From an optimization exercise on the open Yosys and OpenROAD flow, aimed at small area, a short achievable clock period and few clock cycles per item; shortcuts taken in it are not production practice.
Where RTL was checked, it was by simulation tests only, not by an equivalence proof against the original.
Power is estimated from default activity; no workload was simulated.

==> flow/design.v (excerpt) <==
module onp_calc(
    input clk,
    input rst,
    input [3:0] in_data,
    input wr_data,
    output [31:0] result,
    output result_ready
    );
Size: roughly 130 flip-flops.
==> module onp_calc, before the edit <==
module onp_calc(
    input clk,
    input rst,
    input [3:0] in_data,
    input wr_data,
    output [31:0] result,
    output result_ready
    );
    reg  [23:0] P;
    reg         ps;
    reg  [20:0] S;
    reg         szero;    
    reg   [1:0] nzc;      
    reg  [13:0] M;
    reg         ms;
    reg   [1:0] nic;      
    reg         pmul;     
    reg         rdy;
    reg         init;
    reg t_dig, t_pm, t_sub, t_mul, t_eq, t_lp, t_rp;
    reg x4, x8, xs, y1, y2, yn;
    wire clr = rdy | init;
    wire tv  = t_dig | t_pm | t_mul | t_eq | t_lp | t_rp;
    reg [2:0] fst [0:4];
    wire inh = ~pmul;
    wire [2:0] ftop = fst[0];
    wire f_szero = ftop[2], f_inh = ftop[1], f_ms = ftop[0];
    integer i;
    always @(posedge clk)
        if (t_lp) begin
            fst[0] <= {szero, inh, ms};
            for (i = 1; i < 5; i = i + 1) fst[i] <= fst[i-1];
        end else if (t_rp) begin
            for (i = 0; i < 4; i = i + 1) fst[i] <= fst[i+1];
        end
    reg ps_nx, szero_nx;
    always @* begin
        ps_nx = ps;
        if (clr | t_rp | t_eq) ps_nx = 1'b0;
        else if (t_pm) ps_nx = ms ^ t_sub;
        szero_nx = szero;
        if (clr | t_lp) szero_nx = 1'b1;
        else if (t_pm) szero_nx = 1'b0;
        else if (t_rp) szero_nx = f_szero;
    end
    wire [3:0] d = in_data;
    wire w_dig = wr_data & ~(d[3] & (d[2] | d[1]));
    wire w_as  = wr_data & (d == 4'hA || d == 4'hB || d == 4'hD || d == 4'hF);
    always @(posedge clk) begin
        t_dig <= w_dig;
        t_pm  <= wr_data & (d == 4'hA || d == 4'hB);
        t_mul <= wr_data & (d == 4'hC);
        t_eq  <= wr_data & (d == 4'hD);
        t_lp  <= wr_data & (d == 4'hE);
        t_rp  <= wr_data & (d == 4'hF);
        x4 <= w_dig & (d == 4'd3 || d == 4'd4 || d == 4'd5 || d == 4'd6);
        x8 <= w_dig & (d == 4'd7 || d == 4'd8 || d == 4'd9);
        xs <= w_as & ~szero_nx;
        y1 <= (w_dig & (d == 4'd1 || d == 4'd5 || d == 4'd9)) | (w_as & ~ps_nx);
        y2 <= w_dig & (d == 4'd2 || d == 4'd6);
        yn <= (w_dig & (d == 4'd3 || d == 4'd7)) | (w_as & ps_nx);
    end
    always @(posedge clk)
        t_sub <= d[0];
    wire [23:0] X = ({24{x4}} & {P[21:0], 2'b0})
                  | ({24{x8}} & {P[20:0], 3'b0})
                  | ({24{xs}} & {{3{S[20]}}, S});
    wire [23:0] Y = ({24{y1}} & P)
                  | ({24{y2}} & {P[22:0], 1'b0})
                  | ({24{yn}} & ~P);
    wire [24:0] sum1 = {X, 1'b1} + {Y, yn};
    wire [23:0] sum = sum1[24:1];
    reg [13:0] s0;
    reg [7:0]  s1;
    reg [7:0]  msave;
    wire held   = (nzc != 2'd0);
    wire push_s = t_pm & szero & held;
    wire pop_s  = t_rp & ~szero & held;
    always @(posedge clk) begin
        if (push_s) begin
            s0 <= S[13:0];
            s1 <= s0[7:0];
        end else if (pop_s) begin
            s0 <= {{6{s1[7]}}, s1};
        end
        if (t_lp & ~inh) msave <= M[7:0];
    end
    always @(posedge clk or posedge rst)
        if (rst) begin
            rdy <= 1'b0;
            init <= 1'b1;
        end else begin
            init <= 1'b0;
            rdy <= t_eq;
        end
    always @(posedge clk) begin
        szero <= szero_nx;
        if (clr) begin
            nzc <= 2'd0;
            nic <= 2'd0;
            pmul <= 1'b0;
        end else if (tv) begin
            pmul <= t_mul;
            if (t_lp) begin
                if (~szero) nzc <= nzc + 2'd1;
                if (~inh) nic <= nic + 2'd1;
            end
            if (t_rp) begin
                if (~f_szero) nzc <= nzc - 2'd1;
                if (~f_inh) nic <= nic - 2'd1;
            end
        end
    end
    always @(posedge clk) begin
        ps <= ps_nx;
        if (clr) begin
            P <= 24'd1;
            S <= 21'd0;
            M <= 14'd1;
            ms <= 1'b0;
        end else begin
            if (t_dig | t_rp | t_eq) P <= sum;
            if (t_pm) begin
                S <= sum[20:0];
                P <= {{10{M[13]}}, M};
            end
            if (t_lp) begin
                if (~inh) M <= P[13:0];
                ms <= ps;
            end
            if (t_rp) begin
                if (~szero) S <= held ? {{7{s0[13]}}, s0} : 21'd0;
                ms <= f_ms;
                if (~f_inh) M <= (nic == 2'd1) ? 14'd1 : {{6{msave[7]}}, msave};
            end
        end
    end
    assign result = {{8{P[23]}}, P};
    assign result_ready = rdy;
endmodule
Settings: LEC_CHECK=0, CAP_MARGIN=20, CORE_MARGIN=2, CORE_UTILIZATION=40, CTS_BUF_LIST=sky130_fd_sc_hd__clkbuf_8, SLEW_MARGIN=20; clock period 9.0 ns.
standard.sh (not shown) runs the stock make flow with config.mk's settings and CLKGATE_MAP_FILE= SYNTH_SCRIPT=/design/flow/synth_recipe.tcl, a recipe that flattens the netlist after the stock synthesis.
==> flow/flow/run.sh <==
#!/bin/bash
set -euo pipefail
MARGIN=6.0
bash standard.sh synth > synth.log 2>&1
bash standard.sh SETUP_SLACK_MARGIN=$MARGIN "BUFFER_PORTS_ARGS=-buffer_cell sky130_fd_sc_hd__buf_1" finish > layout.log 2>&1
The starting point went through all stages and came out clean.
Testbench counts at the start, summed over its fixed seeds: cycles 30,450, exprs 2,400.
Change:
--- a/flow/design.v
+++ b/flow/design.v
@@ -16,12 +16,11 @@
     reg   [1:0] nic;      
     reg         pmul;     
     reg         rdy;
     reg         init;
-    reg t_dig, t_pm, t_sub, t_mul, t_eq, t_lp, t_rp;
+    reg t_ps, t_pm, t_sub, t_mul, t_eq, t_lp, t_rp;    
     reg x4, x8, xs, y1, y2, yn;
     wire clr = rdy | init;
-    wire tv  = t_dig | t_pm | t_mul | t_eq | t_lp | t_rp;
     reg [2:0] fst [0:4];
     wire inh = ~pmul;
     wire [2:0] ftop = fst[0];
     wire f_szero = ftop[2], f_inh = ftop[1], f_ms = ftop[0];
@@ -46,9 +45,9 @@
     wire [3:0] d = in_data;
     wire w_dig = wr_data & ~(d[3] & (d[2] | d[1]));
     wire w_as  = wr_data & (d == 4'hA || d == 4'hB || d == 4'hD || d == 4'hF);
     always @(posedge clk) begin
-        t_dig <= w_dig;
+        t_ps  <= w_dig | (wr_data & (d == 4'hD || d == 4'hF));
         t_pm  <= wr_data & (d == 4'hA || d == 4'hB);
         t_mul <= wr_data & (d == 4'hC);
         t_eq  <= wr_data & (d == 4'hD);
         t_lp  <= wr_data & (d == 4'hE);
@@ -98,10 +97,11 @@
         if (clr) begin
             nzc <= 2'd0;
             nic <= 2'd0;
             pmul <= 1'b0;
-        end else if (tv) begin
-            pmul <= t_mul;
+        end else begin
+            if (t_mul) pmul <= 1'b1;
+            else if (t_pm | t_lp) pmul <= 1'b0;
             if (t_lp) begin
                 if (~szero) nzc <= nzc + 2'd1;
                 if (~inh) nic <= nic + 2'd1;
             end
@@ -118,9 +118,9 @@
             S <= 21'd0;
             M <= 14'd1;
             ms <= 1'b0;
         end else begin
-            if (t_dig | t_rp | t_eq) P <= sum;
+            if (t_ps) P <= sum;
             if (t_pm) begin
                 S <= sum[20:0];
                 P <= {{10{M[13]}}, M};
             end
Maximum frequency decreases by about 1.8%.
Global-route usage rises by 1.3 points.
Clock power climbs by 8.4%.
Synthesized area falls by about 2.4%.
Clock skew is lower by 0.0062 ns.
Cell area fell by about 0.5%.
Non-clock buffer count came out higher by 1.
Count of clock-buffer cells in the layout is lower by 2.
Total power went up by 1.5%.
Core utilization grows by 1.2 points.
Sequential power came out lower by about 1%.
Synthesized cell count fell by about 4.5%.
Function not checked in the second run of this note: the RTL went through the layout flow alone.

========
nickel:
The RTL this note starts from:
==> flow/design.v <==
module onp_calc(
    input clk,
    input rst,
    input [3:0] in_data,
    input wr_data,
    output [31:0] result,
    output result_ready
    );
    reg  [23:0] P;
    reg         ps;
    reg  [20:0] S;
    reg  [13:0] M;
    reg         ms;
    reg         szero;    
    reg   [1:0] nic;      
    reg         pmul;     
    reg         rdy;
    reg         init;
    reg t_dig, t_pm, t_sub, t_mul, t_eq, t_lp, t_rp;
    reg x2, x4, x8, xs, y1, y2, yn;
    wire clr = rdy | init;
    wire tv  = t_dig | t_pm | t_mul | t_eq | t_lp | t_rp;
    reg [2:0] fst [0:4];
    wire inh = ~pmul;
    wire [2:0] ftop = fst[0];
    wire f_szero = ftop[2], f_inh = ftop[1], f_ms = ftop[0];
    integer i;
    always @(posedge clk)
        if (t_lp) begin
            fst[0] <= {szero, inh, ms};
            for (i = 1; i < 5; i = i + 1) fst[i] <= fst[i-1];
        end else if (t_rp) begin
            for (i = 0; i < 4; i = i + 1) fst[i] <= fst[i+1];
        end
    reg ps_nx;
    always @* begin
        ps_nx = ps;
        if (clr | t_rp | t_eq) ps_nx = 1'b0;
        else if (t_pm) ps_nx = ms ^ t_sub;
    end
    wire [3:0] d = in_data;
    wire w_dig = wr_data & ~(d[3] & (d[2] | d[1]));
    wire w_as  = wr_data & (d == 4'hA || d == 4'hB || d == 4'hD || d == 4'hF);
    always @(posedge clk) begin
        t_dig <= w_dig;
        t_pm  <= wr_data & (d == 4'hA || d == 4'hB);
        t_mul <= wr_data & (d == 4'hC);
        t_eq  <= wr_data & (d == 4'hD);
        t_lp  <= wr_data & (d == 4'hE);
        t_rp  <= wr_data & (d == 4'hF);
        x2 <= w_dig & (d == 4'd2 || d == 4'd3);
        x4 <= w_dig & (d == 4'd4 || d == 4'd5 || d == 4'd6);
        x8 <= w_dig & (d == 4'd7 || d == 4'd8 || d == 4'd9);
        xs <= w_as;
        y1 <= (w_dig & (d == 4'd1 || d == 4'd3 || d == 4'd5 || d == 4'd9)) | (w_as & ~ps_nx);
        y2 <= w_dig & (d == 4'd6);
        yn <= (w_dig & (d == 4'd7)) | (w_as & ps_nx);
    end
    always @(posedge clk)
        t_sub <= d[0];
    wire [23:0] X = ({24{x2}} & {P[22:0], 1'b0})
                  | ({24{x4}} & {P[21:0], 2'b0})
                  | ({24{x8}} & {P[20:0], 3'b0})
                  | ({24{xs}} & {{3{S[20]}}, S});
    wire [23:0] Y = ({24{y1}} & P)
                  | ({24{y2}} & {P[22:0], 1'b0})
                  | ({24{yn}} & ~P);
    wire [24:0] sum1 = {X, 1'b1} + {Y, yn};
    wire [23:0] sum = sum1[24:1];
    reg [16:0] s0;
    reg [10:0] s1;
    reg [4:0]  s2;
    reg [1:0]  sc;
    reg [7:0]  msave;
    wire push_s = t_lp & ~szero;
    wire pop_s  = t_rp & ~f_szero;
    always @(posedge clk) begin
        if (push_s && sc == 2'd0) s0 <= S[16:0];
        if (push_s && sc == 2'd1) s1 <= S[10:0];
        if (push_s && sc == 2'd2) s2 <= S[4:0];
        if (t_lp & ~inh) msave <= M[7:0];
    end
    wire [16:0] pop_sv = sc == 2'd1 ? s0 : sc == 2'd2 ? {{6{s1[10]}}, s1} : {{12{s2[4]}}, s2};
    always @(posedge clk)
        if (clr) sc <= 2'd0;
        else if (push_s) sc <= sc + 2'd1;
        else if (pop_s) sc <= sc - 2'd1;
    always @(posedge clk or posedge rst)
        if (rst) begin
            rdy <= 1'b0;
            init <= 1'b1;
        end else begin
            init <= 1'b0;
            rdy <= t_eq;
        end
    always @(posedge clk)
        if (clr) begin
            szero <= 1'b1;
            nic <= 2'd0;
            pmul <= 1'b0;
        end else if (tv) begin
            pmul <= t_mul;
            if (t_pm) szero <= 1'b0;
            if (t_lp) begin
                szero <= 1'b1;
                if (~inh) nic <= nic + 2'd1;
            end
            if (t_rp) begin
                szero <= f_szero;
                if (~f_inh) nic <= nic - 2'd1;
            end
        end
    always @(posedge clk) begin
        ps <= ps_nx;
        if (clr) begin
            P <= 24'd1;
            S <= 21'd0;
            M <= 14'd1;
            ms <= 1'b0;
        end else begin
            if (t_dig | t_rp | t_eq) P <= sum;
            if (t_pm) begin
                S <= sum[20:0];
                P <= {{10{M[13]}}, M};
            end
            if (t_lp) begin
                S <= 21'd0;
                if (~inh) M <= P[13:0];
                ms <= ps;
            end
            if (t_rp) begin
                S <= f_szero ? 21'd0 : {{4{pop_sv[16]}}, pop_sv};
                ms <= f_ms;
                if (~f_inh) M <= (nic == 2'd1) ? 14'd1 : {{6{msave[7]}}, msave};
            end
        end
    end
    assign result = {{8{P[23]}}, P};
    assign result_ready = rdy;
endmodule
export LEC_CHECK = 0
export CAP_MARGIN = 20
export CORE_MARGIN = 2
export CORE_UTILIZATION = 40
export CTS_BUF_LIST = sky130_fd_sc_hd__clkbuf_8
export SLEW_MARGIN = 20
create_clock -name core_clock -period 9.0 [get_ports {clk}]
Scripts as last shown in full above: flow/flow/run.sh
Testbench counts of nickel, summed over its fixed seeds: cycles 30,450, exprs 2,400.
Modified inputs, yarrow compared to nickel
diff --git a/flow/design.v b/flow/design.v
--- a/flow/design.v
+++ b/flow/design.v
@@ -9,9 +9,10 @@
     reg  [23:0] P;
     reg         ps;
     reg  [20:0] S;
+    reg         szero;    
+    reg   [1:0] nzc;      
     reg  [13:0] M;
     reg         ms;
-    reg         szero;    
     reg   [1:0] nic;      
     reg         pmul;     
     reg         rdy;
@@ -32,11 +33,15 @@
         end else if (t_rp) begin
             for (i = 0; i < 4; i = i + 1) fst[i] <= fst[i+1];
         end
-    reg ps_nx;
+    reg ps_nx, szero_nx;
     always @* begin
         ps_nx = ps;
         if (clr | t_rp | t_eq) ps_nx = 1'b0;
         else if (t_pm) ps_nx = ms ^ t_sub;
+        szero_nx = szero;
+        if (clr | t_lp) szero_nx = 1'b1;
+        else if (t_pm) szero_nx = 1'b0;
+        else if (t_rp) szero_nx = f_szero;
     end
     wire [3:0] d = in_data;
     wire w_dig = wr_data & ~(d[3] & (d[2] | d[1]));
@@ -51,7 +56,7 @@
         x2 <= w_dig & (d == 4'd2 || d == 4'd3);
         x4 <= w_dig & (d == 4'd4 || d == 4'd5 || d == 4'd6);
         x8 <= w_dig & (d == 4'd7 || d == 4'd8 || d == 4'd9);
-        xs <= w_as;
+        xs <= w_as & ~szero_nx;
         y1 <= (w_dig & (d == 4'd1 || d == 4'd3 || d == 4'd5 || d == 4'd9)) | (w_as & ~ps_nx);
         y2 <= w_dig & (d == 4'd6);
         yn <= (w_dig & (d == 4'd7)) | (w_as & ps_nx);
@@ -67,24 +72,21 @@
                   | ({24{yn}} & ~P);
     wire [24:0] sum1 = {X, 1'b1} + {Y, yn};
     wire [23:0] sum = sum1[24:1];
-    reg [16:0] s0;
-    reg [10:0] s1;
-    reg [4:0]  s2;
-    reg [1:0]  sc;
+    reg [13:0] s0;
+    reg [7:0]  s1;
     reg [7:0]  msave;
-    wire push_s = t_lp & ~szero;
-    wire pop_s  = t_rp & ~f_szero;
+    wire held   = (nzc != 2'd0);
+    wire push_s = t_pm & szero & held;
+    wire pop_s  = t_rp & ~szero & held;
     always @(posedge clk) begin
-        if (push_s && sc == 2'd0) s0 <= S[16:0];
-        if (push_s && sc == 2'd1) s1 <= S[10:0];
-        if (push_s && sc == 2'd2) s2 <= S[4:0];
+        if (push_s) begin
+            s0 <= S[13:0];
+            s1 <= s0[7:0];
+        end else if (pop_s) begin
+            s0 <= {{6{s1[7]}}, s1};
+        end
         if (t_lp & ~inh) msave <= M[7:0];
     end
-    wire [16:0] pop_sv = sc == 2'd1 ? s0 : sc == 2'd2 ? {{6{s1[10]}}, s1} : {{12{s2[4]}}, s2};
-    always @(posedge clk)
-        if (clr) sc <= 2'd0;
-        else if (push_s) sc <= sc + 2'd1;
-        else if (pop_s) sc <= sc - 2'd1;
     always @(posedge clk or posedge rst)
         if (rst) begin
             rdy <= 1'b0;
@@ -93,23 +95,24 @@
             init <= 1'b0;
             rdy <= t_eq;
         end
-    always @(posedge clk)
+    always @(posedge clk) begin
+        szero <= szero_nx;
         if (clr) begin
-            szero <= 1'b1;
+            nzc <= 2'd0;
             nic <= 2'd0;
             pmul <= 1'b0;
         end else if (tv) begin
             pmul <= t_mul;
-            if (t_pm) szero <= 1'b0;
             if (t_lp) begin
-                szero <= 1'b1;
+                if (~szero) nzc <= nzc + 2'd1;
                 if (~inh) nic <= nic + 2'd1;
             end
             if (t_rp) begin
-                szero <= f_szero;
+                if (~f_szero) nzc <= nzc - 2'd1;
                 if (~f_inh) nic <= nic - 2'd1;
             end
         end
+    end
     always @(posedge clk) begin
         ps <= ps_nx;
         if (clr) begin
@@ -124,12 +127,11 @@
                 P <= {{10{M[13]}}, M};
             end
             if (t_lp) begin
-                S <= 21'd0;
                 if (~inh) M <= P[13:0];
                 ms <= ps;
             end
             if (t_rp) begin
-                S <= f_szero ? 21'd0 : {{4{pop_sv[16]}}, pop_sv};
+                if (~szero) S <= held ? {{7{s0[13]}}, s0} : 21'd0;
                 ms <= f_ms;
                 if (~f_inh) M <= (nic == 2'd1) ? 14'd1 : {{6{msave[7]}}, msave};
             end
[summary]
Per the comparison of yarrow with nickel, area after synthesis has decreased, share of post-route cells with drive strength above 1 up 2.8 points, hold slack climbed 0.043 ns, number of gates resized after CTS shows a reduction of 4.
Compared with nickel, yarrow shows die outline width that has gone down slightly.
The fraction of standard cell area in multi-input logic reported for yarrow is greater than that of nickel by 3.4 points.
In yarrow the via-per-instance ratio turned out 0.12 higher than in nickel.
Compared with nickel, yarrow shows synthesized cell count lower by 57.
There was hardly any difference in latest clock arrival within the worst-skew pair between yarrow and nickel.
Area taken by flip-flops and latches in yarrow vs nickel: down about 10%
From nickel to yarrow the numbers moved as follows: clock-net power decreased by 9.4% relative to the old numbers; met2 wire length decreased by 4.7% relative to the old numbers; post-route cell area decreased by 3.8% relative to the old numbers.
Testbench counts of yarrow, summed over its fixed seeds: cycles 30,450, exprs 2,400.

re-timing with driven ports:
In the flow no input, the clock included, has a driving cell. The finished layouts below were timed again as built, in two steps.
Step 1 assumes that a clkbuf_16 drives the clock port and a buf_2 every other input.
Step 2 times the ports against the registers' clock, not the clock port: input delays grow and output delays shrink by t, the midpoint of the rising clock arrivals with the driver on.
a / b / c = ideal ports / drivers / drivers and shift; a / b = the first two.
run | t, ns | setup slack, ns | worst hold slack (ns) | worst setup path at the end | worst slew at a driven data input, ns
the first run of note 1 | 0.491 | 6.059 / 6.019 / 6.026 | 0.403 / 0.403 / 0.403 | input to register | 0.03
the second run of note 1 | 0.477 | 6.006 / 6.006 / 6.006 | 0.388 / 0.388 / 0.388 | register to register | 0.03
nickel | 0.502 | 6.054 / 6.014 / 6.065 | 0.408 / 0.408 / 0.408 | input to register | 0.03
yarrow | 0.489 | 6.036 / 5.997 / 6.112 | 0.451 / 0.451 / 0.451 | input to register | 0.03
After both steps every run listed still meets setup and hold. For the first run of note 1, which loses most, drivers alone change the setup slack by -0.040 ns; drivers and shift together by -0.033 ns.
